This is an optimization exercise on Yosys and OpenROAD, whose aim is small area, not a production implementation.
At most, simulation tests tie the RTL to the original design; equivalence was not proved.
Power figures rest on the tool's default switching activity, not on a simulated workload.

oak:
==> module term_project_top, before the edit <==
module term_project_top(
    input        CLK,
    input  [7:0] btn_sw,
    output [7:0] seg_COM,
    output [7:0] seg_DATA,
    output [7:0] led
);
    wire rst = btn_sw[3];
    reg  [2:0] bd;           
    reg  [7:0] value;        
    reg  [3:0] cnt;          
    reg  [4:0] idx;          
    reg  [4:0] rc;           
    reg  [7:0] P;            
    reg  [7:0] S0, S1, S2, S3, S4, S5, S6, S7;
    wire zr  = btn_sw[0] & ~bd[0];
    wire orr = btn_sw[1] & ~bd[1];
    wire nr  = btn_sw[2] & ~bd[2];
    wire done = idx[4];                 
    wire off  = done & idx[0];          
    wire acc9 = cnt[3] & cnt[0];        
    wire full = cnt[3] & ~cnt[0];       
    wire shift = (zr | orr) & ~full;
    wire bitv  = ~zr;
    wire [7:0] value_n = off ? 8'd0 : shift ? {value[6:0], bitv} : value;
    wire cap  = acc9 & ~done;           
    wire bph  = idx[3];                 
    wire first = (idx[3:0] == 4'd8);    
    wire [7:0] P_h = shift ? ({P[6:0], 1'b0} + ({8{bitv}} & S7)) : P;
    wire ge10 = (|S0[7:4]) | (S0[3] & (S0[2] | S0[1]));
    wire step = off & ge10;
    wire [7:0] addend  = done ? 8'hF6 : P_h;
    wire [7:0] acc_sum = (first ? 8'd0 : S0) + addend;
    wire [3:0] t1 = (P[3:0] == 4'd9) ? 4'd0 : P[3:0] + 4'd1;
    wire [1:0] h1 = (P[3:0] == 4'd9) ? P[5:4] + 2'd1 : P[5:4];
    always @(posedge CLK or posedge rst) begin
        if (rst) begin
            bd    <= 3'd0;
            value <= 8'd0;
            cnt   <= 4'd0;
            idx   <= 5'd0;
            rc    <= 5'd31;
        end else begin
            bd    <= btn_sw[2:0];
            value <= value_n;
            rc    <= rc + 5'd1;
            if (off)
                cnt <= 4'd0;
            else if (nr && full)
                cnt <= 4'd9;
            else
                cnt <= (cnt & {~acc9, 2'b11, ~acc9}) + {3'd0, shift};
            if (cap || (done && !idx[0]))
                idx <= idx + 5'd1;
        end
    end
    always @(posedge CLK) begin
        if (cap || step) begin
            S0 <= (bph || done) ? acc_sum : value_n;
        end
        if (cap) begin
            S1 <= S0; S2 <= S1; S3 <= S2;
            S4 <= S3; S5 <= S4; S6 <= S5; S7 <= S6;
        end
        if (done) begin
            if (!off)
                P <= 8'd0;
            else if (ge10)
                P <= {2'b00, h1, t1};
        end else if (cap)
            P <= {7'd0, S6[0] & value_n[0]};
        else
            P <= P_h;
    end
    wire       den = off & ~ge10;
    wire [1:0] s   = rc[3:2];
    wire       on  = den & ~rc[4] & ~(rc[3] & rc[2]);
    reg  [3:0] dig;
    always @(*) begin
        case (s)
            2'd0:    dig = S0[3:0];
            2'd1:    dig = P[3:0];
            default: dig = {2'b00, P[5:4]};
        endcase
    end
    reg [6:0] seg;
    always @(*) begin
        case (dig)
            4'd0: seg = 7'b1111110;
            4'd1: seg = 7'b0110000;
            4'd2: seg = 7'b1101101;
            4'd3: seg = 7'b1111001;
            4'd4: seg = 7'b0110011;
            4'd5: seg = 7'b1011011;
            4'd6: seg = 7'b1011111;
            4'd7: seg = 7'b1110000;
            4'd8: seg = 7'b1111111;
            default: seg = 7'b1111011;
        endcase
    end
    assign seg_DATA = {seg & {7{on}}, 1'b0};
    assign seg_COM  = {5'b11111, ~(on & (s == 2'd2)), ~(on & (s == 2'd1)),
                       ~(on & (s == 2'd0))};
    assign led = value;
endmodule
Settings: LEC_CHECK=0, CAP_MARGIN=20, CORE_MARGIN=2, CORE_UTILIZATION=40, CTS_BUF_LIST=sky130_fd_sc_hd__clkbuf_8, SLEW_MARGIN=20; clock period 12.0 ns.
run.sh (not shown) runs the stock make flow with config.mk's settings and CLKGATE_MAP_FILE= SYNTH_SCRIPT=/design/flow/synth_recipe.tcl, a recipe that flattens the netlist after the stock synthesis.
## Diff of input files: pine against oak
-- flow/design.v --
<<< oak, line 27
    wire bph  = idx[3];                 
    wire first = (idx[3:0] == 4'd8);    
    wire [7:0] P_h = shift ? ({P[6:0], 1'b0} + ({8{bitv}} & S7)) : P;
    wire ge10 = (|S0[7:4]) | (S0[3] & (S0[2] | S0[1]));
    wire step = off & ge10;
    wire [7:0] addend  = done ? 8'hF6 : P_h;
    wire [7:0] acc_sum = (first ? 8'd0 : S0) + addend;
    wire [3:0] t1 = (P[3:0] == 4'd9) ? 4'd0 : P[3:0] + 4'd1;
    wire [1:0] h1 = (P[3:0] == 4'd9) ? P[5:4] + 2'd1 : P[5:4];
    always @(posedge CLK or posedge rst) begin
        if (rst) begin
>>> pine, line 27
    wire bph  = idx[3];                 
    wire first = (idx[3:0] == 4'd8);    
    wire [7:0] hsum;
    rca8 u_h(.a({P[6:0], 1'b0}), .b({8{bitv}} & S7), .s(hsum));
    wire [7:0] P_h = shift ? hsum : P;
    wire ge10 = (|S0[7:4]) | (S0[3] & (S0[2] | S0[1]));
    wire step = off & ge10;
    wire [7:0] addend  = done ? 8'hF6 : P_h;
    wire [7:0] acc_sum;
    rca8 u_a(.a(first ? 8'd0 : S0), .b(addend), .s(acc_sum));
    wire       t9 = P[3] & P[0];
    wire [3:0] tinc;
    inc #(4) u_t(.a(P[3:0]), .ci(1'b1), .s(tinc));
    wire [3:0] t1 = t9 ? 4'd0 : tinc;
    wire [1:0] h1;
    inc #(2) u_hh(.a(P[5:4]), .ci(t9), .s(h1));
    wire [4:0] rc_n, idx_n;
    wire [3:0] cnt_i;
    inc #(5) u_rc(.a(rc), .ci(1'b1), .s(rc_n));
    inc #(5) u_ix(.a(idx), .ci(1'b1), .s(idx_n));
    inc #(4) u_cn(.a(cnt & {~acc9, 2'b11, ~acc9}), .ci(shift), .s(cnt_i));
    always @(posedge CLK or posedge rst) begin
        if (rst) begin
<<< oak, line 44
            bd    <= btn_sw[2:0];
            value <= value_n;
            rc    <= rc + 5'd1;
            if (off)
                cnt <= 4'd0;
>>> pine, line 56
            bd    <= btn_sw[2:0];
            value <= value_n;
            rc    <= rc_n;
            if (off)
                cnt <= 4'd0;
<<< oak, line 50
                cnt <= 4'd9;
            else
                cnt <= (cnt & {~acc9, 2'b11, ~acc9}) + {3'd0, shift};
            if (cap || (done && !idx[0]))
                idx <= idx + 5'd1;
        end
    end
>>> pine, line 62
                cnt <= 4'd9;
            else
                cnt <= cnt_i;
            if (cap || (done && !idx[0]))
                idx <= idx_n;
        end
    end
<<< oak, line 104
    assign led = value;
endmodule
>>> pine, line 116
    assign led = value;
endmodule
module rca8(
    input  [7:0] a,
    input  [7:0] b,
    output [7:0] s
);
    wire [8:0] c;
    assign c[0] = 1'b0;
    genvar i;
    generate
        for (i = 0; i < 8; i = i + 1) begin : g
            assign s[i]   = a[i] ^ b[i] ^ c[i];
            assign c[i+1] = (a[i] & b[i]) | (a[i] & c[i]) | (b[i] & c[i]);
        end
    endgenerate
endmodule
module inc #(parameter W = 4) (
    input  [W-1:0] a,
    input          ci,
    output [W-1:0] s
);
    wire [W:0] c;
    assign c[0] = ci;
    genvar i;
    generate
        for (i = 0; i < W; i = i + 1) begin : g
            assign s[i]   = a[i] ^ c[i];
            assign c[i+1] = a[i] & c[i];
        end
    endgenerate
endmodule
- pine: PASS, flow complete, no timing, DRC or antenna violations
- oak has a higher post-detailed-placement half-perimeter wirelength than pine.
- The delay of the slowest cell on the worst path number comes out higher for oak vs pine.
- From pine to oak, footprint of the flip-flops and latches did not move at all.
- For the post-placement cell count, pine came in 10% lower than oak did.
- As of pine, fmax had fallen by more than 10% compared to oak.
- Lower area after synthesis among oak and pine: pine
- Delta (pine minus oak): final hold slack climbed 3.4 ps; critical path depth went up 3.
- NOTE total power oak->pine decreased by a few percent
- Compared with oak, pine has less setup slack.
- Of the two candidates, oak has the worse switching power of the nets and pine the better one.
- Die area: pine vs oak down 4.1%
No functional check of the RTL was part of oak.

---

== run a ==
Another version of the RTL of term_project_top (not shown whole).
For scale: ~350 cells after synthesis, ~97 flip-flops, ~4000 µm² of cells after synthesis.
==> module term_project_top, before the edit <==
module term_project_top(
    input        CLK,
    input  [7:0] btn_sw,
    output [7:0] seg_COM,
    output [7:0] seg_DATA,
    output [7:0] led
);
    wire rst = btn_sw[3];
    reg  [2:0] bd;           
    reg  [7:0] value;        
    reg  [3:0] cnt;          
    reg  [4:0] idx;          
    reg  [4:0] rc;           
    reg  [7:0] P;            
    reg  [7:0] S0, S1, S2, S3, S4, S5, S6, S7;
    wire zr  = btn_sw[0] & ~bd[0];
    wire orr = btn_sw[1] & ~bd[1];
    wire nr  = btn_sw[2] & ~bd[2];
    wire done = idx[4];                 
    wire off  = done & idx[0];          
    wire acc9 = cnt[3] & cnt[0];        
    wire full = cnt[3] & ~cnt[0];       
    wire shift = (zr | orr) & ~full;
    wire bitv  = ~zr;
    wire [7:0] value_n = off ? 8'd0 : shift ? {value[6:0], bitv} : value;
    wire cap  = acc9 & ~done;           
    wire bph  = idx[3];                 
    wire first = (idx[3:0] == 4'd8);    
    wire [7:0] hsum;
    wire [7:0] mul = bph ? S7 : 8'd1;
    rca8 u_h(.a({P[6:0], 1'b0}), .b({8{bitv}} & mul), .s(hsum), .co());
    wire [7:0] P_h = shift ? hsum : P;
    wire ge10;
    wire step = off & ge10;
    wire [7:0] addend  = done ? 8'hF6 : P_h;
    wire [7:0] acc_sum;
    rca8 u_a(.a((bph && !first) || done ? S0 : 8'd0), .b(addend), .s(acc_sum), .co(ge10));
    wire       t9 = P[3] & P[0] & ge10;
    wire [3:0] tinc;
    inc #(4) u_t(.a(P[3:0]), .ci(ge10), .s(tinc));
    wire [3:0] t1 = t9 ? 4'd0 : tinc;
    wire [1:0] h1;
    inc #(2) u_hh(.a(P[5:4]), .ci(t9), .s(h1));
    wire [4:0] rc_n, idx_n;
    wire [3:0] cnt_i;
    inc #(5) u_rc(.a(rc), .ci(1'b1), .s(rc_n));
    inc #(5) u_ix(.a(idx), .ci(cap | (done & ~idx[0])), .s(idx_n));
    inc #(4) u_cn(.a(cnt & {~acc9, 2'b11, ~acc9}), .ci(shift), .s(cnt_i));
    always @(posedge CLK or posedge rst) begin
        if (rst) begin
            bd    <= 3'd0;
            value <= 8'd0;
            cnt   <= 4'd0;
            idx   <= 5'd0;
            rc    <= 5'd31;
        end else begin
            bd    <= btn_sw[2:0];
            value <= value_n;
            rc    <= rc_n;
            if (nr && full)
                cnt <= 4'd9;
            else
                cnt <= cnt_i;
            idx   <= idx_n;
        end
    end
    always @(posedge CLK) begin
        if (cap || step) begin
            S0 <= acc_sum;
        end
        if (cap) begin
            S1 <= S0; S2 <= S1; S3 <= S2;
            S4 <= S3; S5 <= S4; S6 <= S5; S7 <= S6;
        end
        if (done) begin
            if (!off)
                P <= 8'd0;
            else
                P <= {2'b00, h1, t1};
        end else if (cap && (bph || idx[2:0] == 3'd7))
            P <= {7'd0, S6[0] & value_n[0]};
        else
            P <= P_h;
    end
    wire       den = off & ~ge10;
    wire [1:0] s   = rc[3:2];
    wire       on  = den & ~rc[4] & ~(rc[3] & rc[2]);
    reg  [3:0] dig;
    always @(*) begin
        case (s)
            2'd0:    dig = S0[3:0];
            2'd1:    dig = P[3:0];
            default: dig = {2'b00, P[5:4]};
        endcase
    end
    reg [6:0] seg;
    always @(*) begin
        case (dig)
            4'd0: seg = 7'b1111110;
            4'd1: seg = 7'b0110000;
            4'd2: seg = 7'b1101101;
            4'd3: seg = 7'b1111001;
            4'd4: seg = 7'b0110011;
            4'd5: seg = 7'b1011011;
            4'd6: seg = 7'b1011111;
            4'd7: seg = 7'b1110000;
            4'd8: seg = 7'b1111111;
            default: seg = 7'b1111011;
        endcase
    end
    assign seg_DATA = {seg & {7{on}}, 1'b0};
    assign seg_COM  = {5'b11111, ~(on & (s == 2'd2)), ~(on & (s == 2'd1)),
                       ~(on & (s == 2'd0))};
    assign led = value;
endmodule
Settings: LEC_CHECK=0, CAP_MARGIN=20, CORE_MARGIN=2, CORE_UTILIZATION=40, CTS_BUF_LIST=sky130_fd_sc_hd__clkbuf_8, SLEW_MARGIN=20; clock period 12.0 ns.
standard.sh (not shown) runs the stock make flow with config.mk's settings and CLKGATE_MAP_FILE= SYNTH_SCRIPT=/design/flow/synth_recipe.tcl, a recipe that flattens the netlist after the stock synthesis.
==> flow/flow/run.sh <==
#!/bin/bash
# Layout flow: the standard ORFS flow (standard.sh), with three changes
# that only affect cell area:
#  - Yosys's abc maps the logic with an area-oriented script (flow/abc_area.script)
#    instead of ORFS's delay-oriented one, and full/half adders are left to abc
#    (no ADDER_MAP_FILE step); flip-flops are mapped by dfflibmap before abc
#    exactly as in the standard synthesis, so the registers are unchanged;
#  - the port buffers are sky130_fd_sc_hd__buf_1 (every port still gets one);
#  - clock tree synthesis inserts no dummy loads.
# Each tool's output goes to the ORFS logs under orfs/logs; make's own output
# goes to flow_make.log here.
set -euo pipefail
W=$PWD
F=$W/flow
{
  cat <<TCL
proc abc {args} {
  set i [lsearch \$args -script]
  if {\$i >= 0} { lset args [expr {\$i + 1}] $F/abc_area.script }
  yosys abc {*}\$args
}
TCL
  cat "$W/synth_recipe.tcl"
} > "$W/area_synth.tcl"
bash "$W/standard.sh" \
  SYNTH_SCRIPT="$W/area_synth.tcl" \
  ADDER_MAP_FILE= \
  BUFFER_PORTS_ARGS="-buffer_cell sky130_fd_sc_hd__buf_1" \
  CTS_ARGS="-sink_clustering_enable -repair_clock_nets -dont_use_dummy_load -buf_list sky130_fd_sc_hd__clkbuf_8" \
  finish > "$W/flow_make.log" 2>&1
==> flow/flow/abc_area.script <==
strash
resub -K 8
rewrite
refactor
balance
resub -K 10 -N 2
rewrite -z
refactor -z
resub -K 12 -N 2
balance
dch -f
amap
topo
Modified inputs, run b compared to run a
diff --git a/flow/design.v b/flow/design.v
--- a/flow/design.v
+++ b/flow/design.v
@@ -11,5 +11,6 @@
     reg  [3:0] cnt;          
     reg  [4:0] idx;          
-    reg  [4:0] rc;           
+    reg  [4:0] rcq;          
+    wire [4:0] rc = ~rcq;    
     reg  [7:0] P;            
     reg  [7:0] S0, S1, S2, S3, S4, S5, S6, S7;
@@ -53,9 +54,9 @@
             cnt   <= 4'd0;
             idx   <= 5'd0;
-            rc    <= 5'd31;
+            rcq   <= 5'd0;
         end else begin
             bd    <= btn_sw[2:0];
             value <= value_n;
-            rc    <= rc_n;
+            rcq   <= ~rc_n;
             if (nr && full)
                 cnt <= 4'd9;
Results
Power in run b is about 0.64% above run a. In the flow results for run b and run a, the power share of the combinational group is larger on run a. As far as core utilization of the finished layout is concerned, run b and run a perform about the same. Going from run a to run b, combined area of the multi-input logic cells rose by about 3.2%, combined buffer and inverter count along the critical path moved down, placed instance area roughly the same, proportion of synthesized chip area in sequential cells held, worst setup slack saw an increase. Re global-route met2 utilization: run b is 1.4 points up on run a.
For run a, only the layout was checked, not whether the RTL still works.

afterwards: timing with drivers on the ports:
How much do the figures lean on ideal ports? The routed layouts below were timed once more, with nothing changed but the port constraints. Step 1, drivers: a clkbuf_16 drives CLK and a buf_2 each remaining input, both assumed. Step 2 moves the port delays by t, midway between the first and last clock arrival at a register: inputs arrive t later, outputs are due t later. That takes back most of the time a late clock gives input paths. a / b / c = ideal / step 1 / step 2; a / b = the first two.
| run | shift t [ns] | slack for setup (ns) | hold slack, ns | pins driven straight from the clock port |
|---|---|---|---|---|
| oak | 0.395 | 6.354 / 6.340 / 5.971 | 0.420 / 0.420 / 0.420 | 1 |
| pine | 0.383 | 4.998 / 5.004 / 4.621 | 0.423 / 0.423 / 0.423 | 1 |
| run a | 0.391 | 2.636 / 2.614 / 2.614 | 0.411 / 0.411 / 0.411 | 1 |
| run b | 0.378 | 3.075 / 3.051 / 3.051 | 0.417 / 0.417 / 0.417 | 1 |
After both steps setup and hold are still met in every run listed. The setup slack of oak, which loses most, moves by -0.014 ns with the drivers and by -0.383 ns with both steps.
